This is an optimization exercise on Yosys and OpenROAD, whose aim is small area, not a production implementation. In this exercise RTL edits were held to simulation tests only and were not proved equivalent to the original. Power figures rest on the tool's default switching activity, not on a simulated workload.

## run 1
==> flow/design.v <==
module adc128spiController (
input  wire        clk_40MHz,
input  wire [8:0]  pos,
output wire        spi_cs_n,
output wire        spi_sclk,
output wire        spi_din,
input  wire        spi_dout,
output reg  [60:0] loop
);
assign spi_cs_n = (pos[7:0] == 8'd0);
assign spi_sclk = ~pos[3] & (pos[7:4] != 4'd0);
assign spi_din  = pos[8] & (pos[7:0] >= 8'd72) & (pos[7:0] <= 8'd87);
wire sample = (pos[3:0] == 4'd15) & (pos[7:6] != 2'd0);
always @(posedge clk_40MHz)
	loop <= {loop[59:0], sample ? spi_dout : loop[60]};
endmodule
module pcm1802Slave (
input  wire        clk_40MHz,
input  wire [8:0]  pos,
output wire        bck,
output wire        lrck,
output wire        scki,
input  wire        dout,
output reg  [34:0] left_loop,
output reg  [24:0] right_loop
);
assign scki = pos[0];
assign bck  = pos[2];
assign lrck = pos[8] ? (pos[7:0] < 8'd252) : (pos[7:0] >= 8'd252);
wire sample = (pos[2:0] == 3'd3) & ~(pos[7] & pos[6]);
always @(posedge clk_40MHz) begin
	left_loop  <= {left_loop[33:0],  (sample & ~pos[8]) ? dout : left_loop[34]};
	right_loop <= {right_loop[23:0], (sample &  pos[8]) ? dout : right_loop[24]};
end
endmodule
module dataGenerator (
	input nReset,
	input clock,
	input [8:0] pos,          
	input frame1,             
	input frame2,             
	input [9:0] adc_databus,
	input testModeFlag,
	input seqLoad,           
	input [60:0] adc_loop,
	input [34:0] pcm_left_loop,
	input [24:0] pcm_right_loop,
	output [15:0] dataOut
);
reg [9:0] adcData;
reg [9:0] testData;
reg [47:0] sequenceCount;
reg [5:0] top_6_bits;
localparam [191:0] SYNC_PATTERN = 192'hDDDF20251015DDDF20251015DDDF20251016FEDCBA987654;
assign dataOut[15:10] = top_6_bits;
assign dataOut[9:0] = testModeFlag ? testData : adcData;
wire [11:0] adc_left, adc_right;
wire [23:0] pcm_left, pcm_right;
genvar b;
generate
	for (b = 0; b < 12; b = b + 1) begin : adc_bits
		assign adc_left[b]  = adc_loop[(1024 + 32 + (b < 6) - (79 + 16 * (11 - b)) - 1) % 61];
		assign adc_right[b] = adc_loop[(1024 + 34 + (b < 6) - (335 + 16 * (11 - b)) - 1) % 61];
	end
	for (b = 0; b < 24; b = b + 1) begin : pcm_bits
		assign pcm_left[b]  = pcm_left_loop[(512 + 38 + (23 - b) / 6 - (3 + 8 * (23 - b)) - 1) % 35];
		assign pcm_right[b] = pcm_right_loop[(512 + 42 + (23 - b) / 6 - (259 + 8 * (23 - b)) - 1) % 25];
	end
endgenerate
wire        in_sync = (pos[8:5] == 4'd0);
wire        in_seq  = (pos[8:4] >= 5'd3);
wire        in_aud  = (pos[8:4] == 5'd2);
wire [5:0]  sync_field = SYNC_PATTERN[pos[4:0]*6 +: 6];
wire [7:0]  seq_sel;
wire [15:0] aud_sel;
generate
	for (b = 0; b < 8; b = b + 1) begin : seq_sels
		assign seq_sel[b] = in_seq & (pos[2:0] == b);
	end
	for (b = 0; b < 16; b = b + 1) begin : aud_sels
		assign aud_sel[b] = in_aud & (pos[3:0] == b);
	end
endgenerate
wire adc_on = frame2;
wire pl_on  = frame2;
wire pr_on  = frame1;
wire [5:0] field =
	({6{in_sync}} & sync_field) |
	({6{seq_sel[0]}} & sequenceCount[5:0]) |
	({6{seq_sel[1]}} & sequenceCount[11:6]) |
	({6{seq_sel[2]}} & sequenceCount[17:12]) |
	({6{seq_sel[3]}} & sequenceCount[23:18]) |
	({6{seq_sel[4]}} & sequenceCount[29:24]) |
	({6{seq_sel[5]}} & sequenceCount[35:30]) |
	({6{seq_sel[6]}} & sequenceCount[41:36]) |
	({6{seq_sel[7]}} & sequenceCount[47:42]) |
	({6{aud_sel[0]  & adc_on}} & adc_left[11:6]) |
	({6{aud_sel[1]  & adc_on}} & adc_left[5:0]) |
	({6{aud_sel[2]  & adc_on}} & adc_right[11:6]) |
	({6{aud_sel[3]  & adc_on}} & adc_right[5:0]) |
	({6{aud_sel[6]  & pl_on}}  & pcm_left[23:18]) |
	({6{aud_sel[7]  & pl_on}}  & pcm_left[17:12]) |
	({6{aud_sel[8]  & pl_on}}  & pcm_left[11:6]) |
	({6{aud_sel[9]  & pl_on}}  & pcm_left[5:0]) |
	({6{aud_sel[10] & pr_on}}  & pcm_right[23:18]) |
	({6{aud_sel[11] & pr_on}}  & pcm_right[17:12]) |
	({6{aud_sel[12] & pr_on}}  & pcm_right[11:6]) |
	({6{aud_sel[13] & pr_on}}  & pcm_right[5:0]);
wire        seq_inc = in_seq & (pos[2:0] == 3'd7);
wire [48:0] seq_carry;
wire [10:0] test_carry;
assign seq_carry[0]  = seq_inc;
assign test_carry[0] = 1'b1;
generate
	for (b = 0; b < 48; b = b + 1) begin : seq_add
		assign seq_carry[b+1] = seq_carry[b] & sequenceCount[b];
	end
	for (b = 0; b < 10; b = b + 1) begin : test_add
		assign test_carry[b+1] = test_carry[b] & testData[b];
	end
endgenerate
always @ (posedge clock, negedge nReset) begin
	if (!nReset) begin
		adcData <= 10'd0;
		testData <= 10'd0;
		sequenceCount <= 48'd0;
		top_6_bits <= 6'd0;
	end else begin
		adcData <= adc_databus;
		if (testData == 10'd1020)
			testData <= 10'd0;
		else
			testData <= testData ^ test_carry[9:0];
		top_6_bits <= field;
		if (seqLoad)
			sequenceCount <= {sequenceCount[37:0], adc_databus};
		else
			sequenceCount <= sequenceCount ^ seq_carry[47:0];
	end
end
endmodule
module ddCapture (
	input         clk,           
	input         nReset,        
	input  [9:0]  adc_databus,   
	input         testMode,      
	input         seqLoad,       
	input         adc128_sdat,   
	input         pcm_dout,      
	output [15:0] dataOut,       
	output        adc128_cs_n,
	output        adc128_sclk,
	output        adc128_din,
	output        pcm_bck,
	output        pcm_lrck,
	output        pcm_scki
);
reg [8:0] pos;
reg       frame1, frame2;
wire [9:0] pos_carry;
assign pos_carry[0] = 1'b1;
genvar i;
generate for (i = 0; i < 9; i = i + 1) begin : pos_inc
	assign pos_carry[i+1] = pos_carry[i] & pos[i];
end endgenerate
wire [8:0] pos_next = pos ^ pos_carry[8:0];
always @(posedge clk or negedge nReset) begin
	if (!nReset) begin
		pos    <= 9'd0;
		frame1 <= 1'b0;
		frame2 <= 1'b0;
	end else begin
		pos <= pos_next;
		if (pos == 9'd511) begin
			frame1 <= 1'b1;
			frame2 <= frame1;
		end
	end
end
wire [60:0] adc_loop;
wire [34:0] pcm_left_loop;
wire [24:0] pcm_right_loop;
adc128spiController audioController0 (
	.clk_40MHz(clk),
	.pos(pos),
	.spi_dout(adc128_sdat),
	.spi_cs_n(adc128_cs_n),
	.spi_sclk(adc128_sclk),
	.spi_din(adc128_din),
	.loop(adc_loop)
);
pcm1802Slave pcm1802_0 (
	.clk_40MHz(clk),
	.pos(pos),
	.bck(pcm_bck),
	.lrck(pcm_lrck),
	.scki(pcm_scki),
	.dout(pcm_dout),
	.left_loop(pcm_left_loop),
	.right_loop(pcm_right_loop)
);
dataGenerator dataGenerator0 (
	.nReset(nReset),
	.clock(clk),
	.pos(pos),
	.frame1(frame1),
	.frame2(frame2),
	.adc_databus(adc_databus),
	.testModeFlag(testMode),
	.seqLoad(seqLoad),
	.adc_loop(adc_loop),
	.pcm_left_loop(pcm_left_loop),
	.pcm_right_loop(pcm_right_loop),
	.dataOut(dataOut)
);
endmodule
Settings: LEC_CHECK=0, CAP_MARGIN=20, CORE_MARGIN=2, CORE_UTILIZATION=40, CTS_BUF_LIST=sky130_fd_sc_hd__clkbuf_4 sky130_fd_sc_hd__clkbuf_8, SLEW_MARGIN=20; clock period 25.0 ns.
run.sh (not shown) runs the stock make flow with config.mk's settings and CLKGATE_MAP_FILE= SYNTH_SCRIPT=/design/flow/synth_recipe.tcl, a recipe that flattens the netlist after the stock synthesis.
Run 1 completed; timing, DRC and antenna clean
Modified inputs, run 2 compared to run 1
Settings: swapping sky130_fd_sc_hd__clkbuf_4 sky130_fd_sc_hd__clkbuf_8 for sky130_fd_sc_hd__clkbuf_8 in CTS_BUF_LIST.
--- outcome ---
On power consumption, run 2 does better than run 1. Largest net degree at the start of global routing: run 1 vs run 2 identical. Largest vdd supply drop: run 2 vs run 1, no meaningful difference. Looking at run 1 and run 2, the proportion of final cell area spent on non-clock buffers is a wash. Run 2: flow completed, timing, DRC and antenna clean.

run A:
Another version of the RTL of ddCapture (not shown whole).
Size in the first run: ~550 cells after synthesis, about 38 I/O pins, roughly 6800 sq um of cells after synthesis.
export LEC_CHECK = 0
export CAP_MARGIN = 20
export CORE_MARGIN = 2
export CORE_UTILIZATION = 40
export GPL_TIMING_DRIVEN = 0
export SLEW_MARGIN = 20
create_clock -name core_clock -period 25.0 [get_ports {clk}]
standard.sh (not shown) runs the stock make flow with config.mk's settings and CLKGATE_MAP_FILE= SYNTH_SCRIPT=/design/flow/synth_recipe.tcl, a recipe that flattens the netlist after the stock synthesis.
==> flow/flow/run.sh <==
#!/bin/bash
# Own layout flow: the standard flow (standard.sh) with three changes to
# how the layout is made; the floorplan, power grid, taps, placement, routing
# and finish are the standard flow's, unchanged.
#  - synthesis: synth_recipe.tcl unchanged, except that the final ABC mapping
#    uses flow/abc_area.script (area-oriented mapping) instead of ORFS's speed
#    script. Registers are mapped by the same steps, so they keep their names
#    and cell types.
#  - clock tree: no dummy loads, clkbuf_8 buffers (CTS_ARGS)
#  - port buffers: the smallest buffer cell (BUFFER_PORTS_ARGS)
# Tool logs stay under orfs/logs/; make's output goes to flow_make.log.
set -euo pipefail
here=$(pwd)
export CTS_ARGS="-sink_clustering_enable -repair_clock_nets -dont_use_dummy_load -buf_list sky130_fd_sc_hd__clkbuf_8"
export BUFFER_PORTS_ARGS="-buffer_cell sky130_fd_sc_hd__buf_1"
{
  echo "proc abc {args} { set i [lsearch -exact \$args -script]; if {\$i >= 0} { lset args [expr {\$i + 1}] $here/flow/abc_area.script }; yosys abc {*}\$args }"
  cat synth_recipe.tcl
} > flow_synth.tcl
grep -q "SYNTH_SCRIPT=$here/synth_recipe.tcl" standard.sh
sed "s#SYNTH_SCRIPT=$here/synth_recipe.tcl#SYNTH_SCRIPT=$here/flow_synth.tcl#" standard.sh > flow_standard.sh
bash flow_standard.sh > flow_make.log 2>&1
==> flow/flow/abc_area.script <==
strash
&get -n
&st
&synch2
&nf
&put
strash
dc2
dch -f
amap
topo
stime -c
Run A: no failed stages, no open violations at the end
For run B, these inputs were changed with respect to run A:
Settings: clearing GPL_TIMING_DRIVEN, which used to be 0; putting PLACE_DENSITY at 0.8 where nothing was set; swapping 40 for 60 in CORE_UTILIZATION.
Notes after the runs:
Routed wire length (lower): run B. Between run A and run B, the last weighted congestion value of the routability-driven placer does not differ in any meaningful way. Run B vs run A, time the worst path needs with I/O delays and setup went down by 0.011 ns. Measured against each other, run B and run A differ in clock insertion delay at the later pin of the skew report, the lower figure coming from run B. Of run B and run A, the higher global routing met1 resource utilization belongs to run B.
Modified inputs, run C compared to run B
Settings: PLACE_DENSITY removed (was 0.8); CORE_UTILIZATION changed from 60 to 40.
--- outcome ---
Number of cells traversed by the worst hold path: run C vs run B identical. The global-route usage over all layers number comes out higher for run B vs run C. On global-route wire length before repair, run C does worse than run B. Run C against run B: stage delay of the slowest cell on the critical path went down by 0.03 ns; clock share of power went up by 0.3 points. Higher global routing usage on met3 was reported by run B, not run C. Portion of the layout cell area used by non-clock buffers of run B is on par with run C. Routed wire length ends up lower on run B.
Relative to run C, the following input files were edited for run D:
==> flow/flow/abc_area.script <==
strash
&get -n
&st
&synch2
&nf
&put
strash
dch -f
map -a
topo
stime -c
==> notes.md <==
- Run D: no failed stages, no open violations at the end
- Diff run C -> run D | critical path depth | increase of 49
- Sequential power: run D vs run C, no meaningful difference
- Looking at most frequent standard cell in the layout excluding fill and tap cells, the nand2_1 result is from run D; the dfxtp_1 one comes from run C.
- primary input to primary output as the critical setup path kind was reported by run C, and register to register by run D.
- Lower post-synthesis simple-gate area fraction goes to run C over run D.
What run E does differently from run D at the input level:
==> flow/flow/run.sh <==
#!/bin/bash
# Own layout flow: the standard flow (standard.sh), with two changes to how
# the layout is made:
#  - clock tree: larger sink clusters and no dummy loads (CTS_ARGS)
#  - port buffers: the smallest buffer cell (BUFFER_PORTS_ARGS)
# Everything else (synthesis, floorplan, power grid, taps, placement, routing,
# finish) is the standard flow unchanged. Full tool logs stay under orfs/logs/;
# the make output goes to flow_make.log in the work folder.
set -euo pipefail
export CTS_ARGS="-sink_clustering_enable -repair_clock_nets -dont_use_dummy_load -buf_list sky130_fd_sc_hd__clkbuf_8"
export BUFFER_PORTS_ARGS="-buffer_cell sky130_fd_sc_hd__buf_1"
bash standard.sh > flow_make.log 2>&1
removed: flow/flow/abc_area.script
Run D: full flow OK, the timing, DRC and antenna checks passed
Run E completed every stage of the flow, and the final layout passed the timing, DRC and antenna checks.
Diff run D -> run E: post-detailed-routing wire length picked up an extra about 5%; detailed-route vias per instance picked up an extra about 6%; floorplan die area picked up an extra 3.0%; cell area after layout picked up an extra about 1.8%; post-synth net total lost 17%.
On post-synthesis simple-gate area fraction: between run E and run D, it ends up lower for run E.
Instance count of the mapped netlist (run E over run D): decrease, 129
Cmp run E and run D / multi-input combinational cell area / lower: run D
### run E -> run F
==> flow/flow/run.sh <==
#!/bin/bash
# Own layout flow: the standard flow (standard.sh) with three changes to
# how the layout is made; the floorplan, power grid, taps, placement, routing
# and finish are the standard flow's, unchanged.
#  - synthesis: synth_recipe.tcl unchanged, except that the final ABC mapping
#    uses flow/abc_area.script (area-oriented mapping) instead of ORFS's speed
#    script. Registers are mapped by the same steps, so they keep their names
#    and cell types.
#  - clock tree: no dummy loads, clkbuf_8 buffers (CTS_ARGS)
#  - port buffers: the smallest buffer cell (BUFFER_PORTS_ARGS)
# Tool logs stay under orfs/logs/; make's output goes to flow_make.log.
set -euo pipefail
here=$(pwd)
export CTS_ARGS="-sink_clustering_enable -repair_clock_nets -dont_use_dummy_load -buf_list sky130_fd_sc_hd__clkbuf_8"
export BUFFER_PORTS_ARGS="-buffer_cell sky130_fd_sc_hd__buf_1"
{
  echo "proc abc {args} { set i [lsearch -exact \$args -script]; if {\$i >= 0} { lset args [expr {\$i + 1}] $here/flow/abc_area.script }; yosys abc {*}\$args }"
  cat synth_recipe.tcl
} > flow_synth.tcl
grep -q "SYNTH_SCRIPT=$here/synth_recipe.tcl" standard.sh
sed "s#SYNTH_SCRIPT=$here/synth_recipe.tcl#SYNTH_SCRIPT=$here/flow_synth.tcl#" standard.sh > flow_standard.sh
bash flow_standard.sh > flow_make.log 2>&1
==> flow/flow/abc_area.script (new file) <==
strash
dch -f
map -a
strash
dch -f
map -a
topo
stime -c
Notes after the runs:
When the final numbers for run E and run F were put side by side, the final critical path time including I/O delays and setup turned out to be smaller in run E.
Diff run F..run E | clock buffer and inverter area fraction after layout | negligible
Register-to-register slack: run E and run F compared, higher one is run E
Compared to run E, run F has maximum clock frequency about 0.4% lower.
Compared with run E, in run F overall die area down 2.7%; cell leakage power up 0.21 nW; total power down about 4%; clock network latency to the later pin of the worst-skew pair flat.
Smallest setup slack after layout: run F < run E

Another version of the RTL of ddCapture (not shown whole).
Size in the first run: ~580 cells after synthesis, about 190 flip-flops, ~38 I/O pins, ~7500 µm² of cells after synthesis.
Settings: LEC_CHECK=0, CAP_MARGIN=20, CORE_MARGIN=2, CORE_UTILIZATION=40, CTS_BUF_LIST=sky130_fd_sc_hd__clkbuf_8, SLEW_MARGIN=20; clock period 25.0 ns.
run.sh (not shown) runs the stock make flow with config.mk's settings and CLKGATE_MAP_FILE= SYNTH_SCRIPT=/design/flow/synth_recipe.tcl, a recipe that flattens the netlist after the stock synthesis.
Stock flow here: none of the scripts above is used.
Edit:
CTS_CLUSTER_DIAMETER = 200   (was unset)
CTS_CLUSTER_SIZE = 40   (was unset)
What happened:
- The changed run produced a clean layout
- total power does not change
- hold slack is unchanged
- synthesized area does not change
- cell count is unchanged
- clock power barely changes
- fmax does not change
Edit:
==> flow/flow/run.sh (new file) <==
#!/bin/bash
# Own layout flow: the standard flow (standard.sh), with two changes to how
# the layout is made:
#  - clock tree: larger sink clusters and no dummy loads (CTS_ARGS)
#  - port buffers: the smallest buffer cell (BUFFER_PORTS_ARGS)
# Everything else (synthesis, floorplan, power grid, taps, placement, routing,
# finish) is the standard flow unchanged. Full tool logs stay under orfs/logs/;
# the make output goes to flow_make.log in the work folder.
set -euo pipefail
export CTS_ARGS="-sink_clustering_enable -repair_clock_nets -dont_use_dummy_load -buf_list sky130_fd_sc_hd__clkbuf_8"
export BUFFER_PORTS_ARGS="-buffer_cell sky130_fd_sc_hd__buf_1"
bash standard.sh > flow_make.log 2>&1
==> flow/standard.sh (new file) <==
#!/bin/bash
# synth_recipe.tcl (not shown) runs the flow's synth.tcl, then flattens the netlist and writes it again
# the make line also repeats each setting of config.mk as NAME=value (left out here)
make -C /OpenROAD-flow-scripts/flow DESIGN_CONFIG=/design/flow/config.mk WORK_HOME=/design/flow/orfs CLKGATE_MAP_FILE= SYNTH_SCRIPT=/design/flow/synth_recipe.tcl "${@:-finish}"
CTS_BUF_LIST = unset   (was sky130_fd_sc_hd__clkbuf_8)
CTS_CLUSTER_DIAMETER = unset   (was 200)
CTS_CLUSTER_SIZE = unset   (was 40)
removed: flow/run.sh
=> Die area is unchanged. Non-clock buffer count is unchanged. Synthesized area stays the same. Flip-flop and latch count does not change. First-iteration DRC count went down by 20%. Maximum frequency goes up by 5.9%.

separate check: timing with driven ports:
The results above use ideal ports. As a check the final layouts listed here were re-extracted and re-timed, cells and wires unchanged.
Step 1 assumes that a clkbuf_16 drives the clock port and a buf_2 every other input.
Step 2, shift: input delay + t, output delay - t, t = (earliest + latest rising clock arrival at the registers) / 2. This alone moves slack from input paths to output paths.
Three values: ideal ports, drivers, drivers and shift; two values: the first two.
run | shift t [ns] | setup WS [ns] | clock arrival spread, ns | slew at the worst register clock pin (ns)
run 1 | 0.552 | 13.402 / 13.375 / 13.375 | 0.020 / 0.019 | 0.06 / 0.06
run 2 | 0.554 | 13.405 / 13.378 / 13.378 | 0.022 / 0.022 | 0.06 / 0.06
run A | 0.482 | 13.712 / 13.685 / 13.685 | 0.045 / 0.044 | 0.10 / 0.10
run B | 0.469 | 13.723 / 13.696 / 13.696 | 0.025 / 0.026 | 0.09 / 0.09
run C | 0.483 | 13.778 / 13.751 / 13.751 | 0.032 / 0.033 | 0.09 / 0.09
run D | 0.483 | 13.614 / 13.614 / 13.614 | 0.044 / 0.044 | 0.11 / 0.11
run E | 0.498 | 13.901 / 13.901 / 13.901 | 0.039 / 0.038 | 0.11 / 0.11
run F | 0.492 | 13.856 / 13.856 / 13.856 | 0.032 / 0.032 | 0.10 / 0.10
the first run of note 3 | 0.499 | 13.353 / 13.328 / 13.328 | 0.013 / 0.013 | 0.11 / 0.11
the second run of note 3 | 0.499 | 13.353 / 13.328 / 13.328 | 0.013 / 0.013 | 0.11 / 0.11
the third run of note 3 | 0.487 | 14.003 / 13.975 / 13.975 | 0.031 / 0.031 | 0.10 / 0.10
After both steps setup and hold are still met in every run listed. The setup slack of the third run of note 3, which loses most, moves by -0.028 ns with the drivers and by -0.028 ns with both steps.
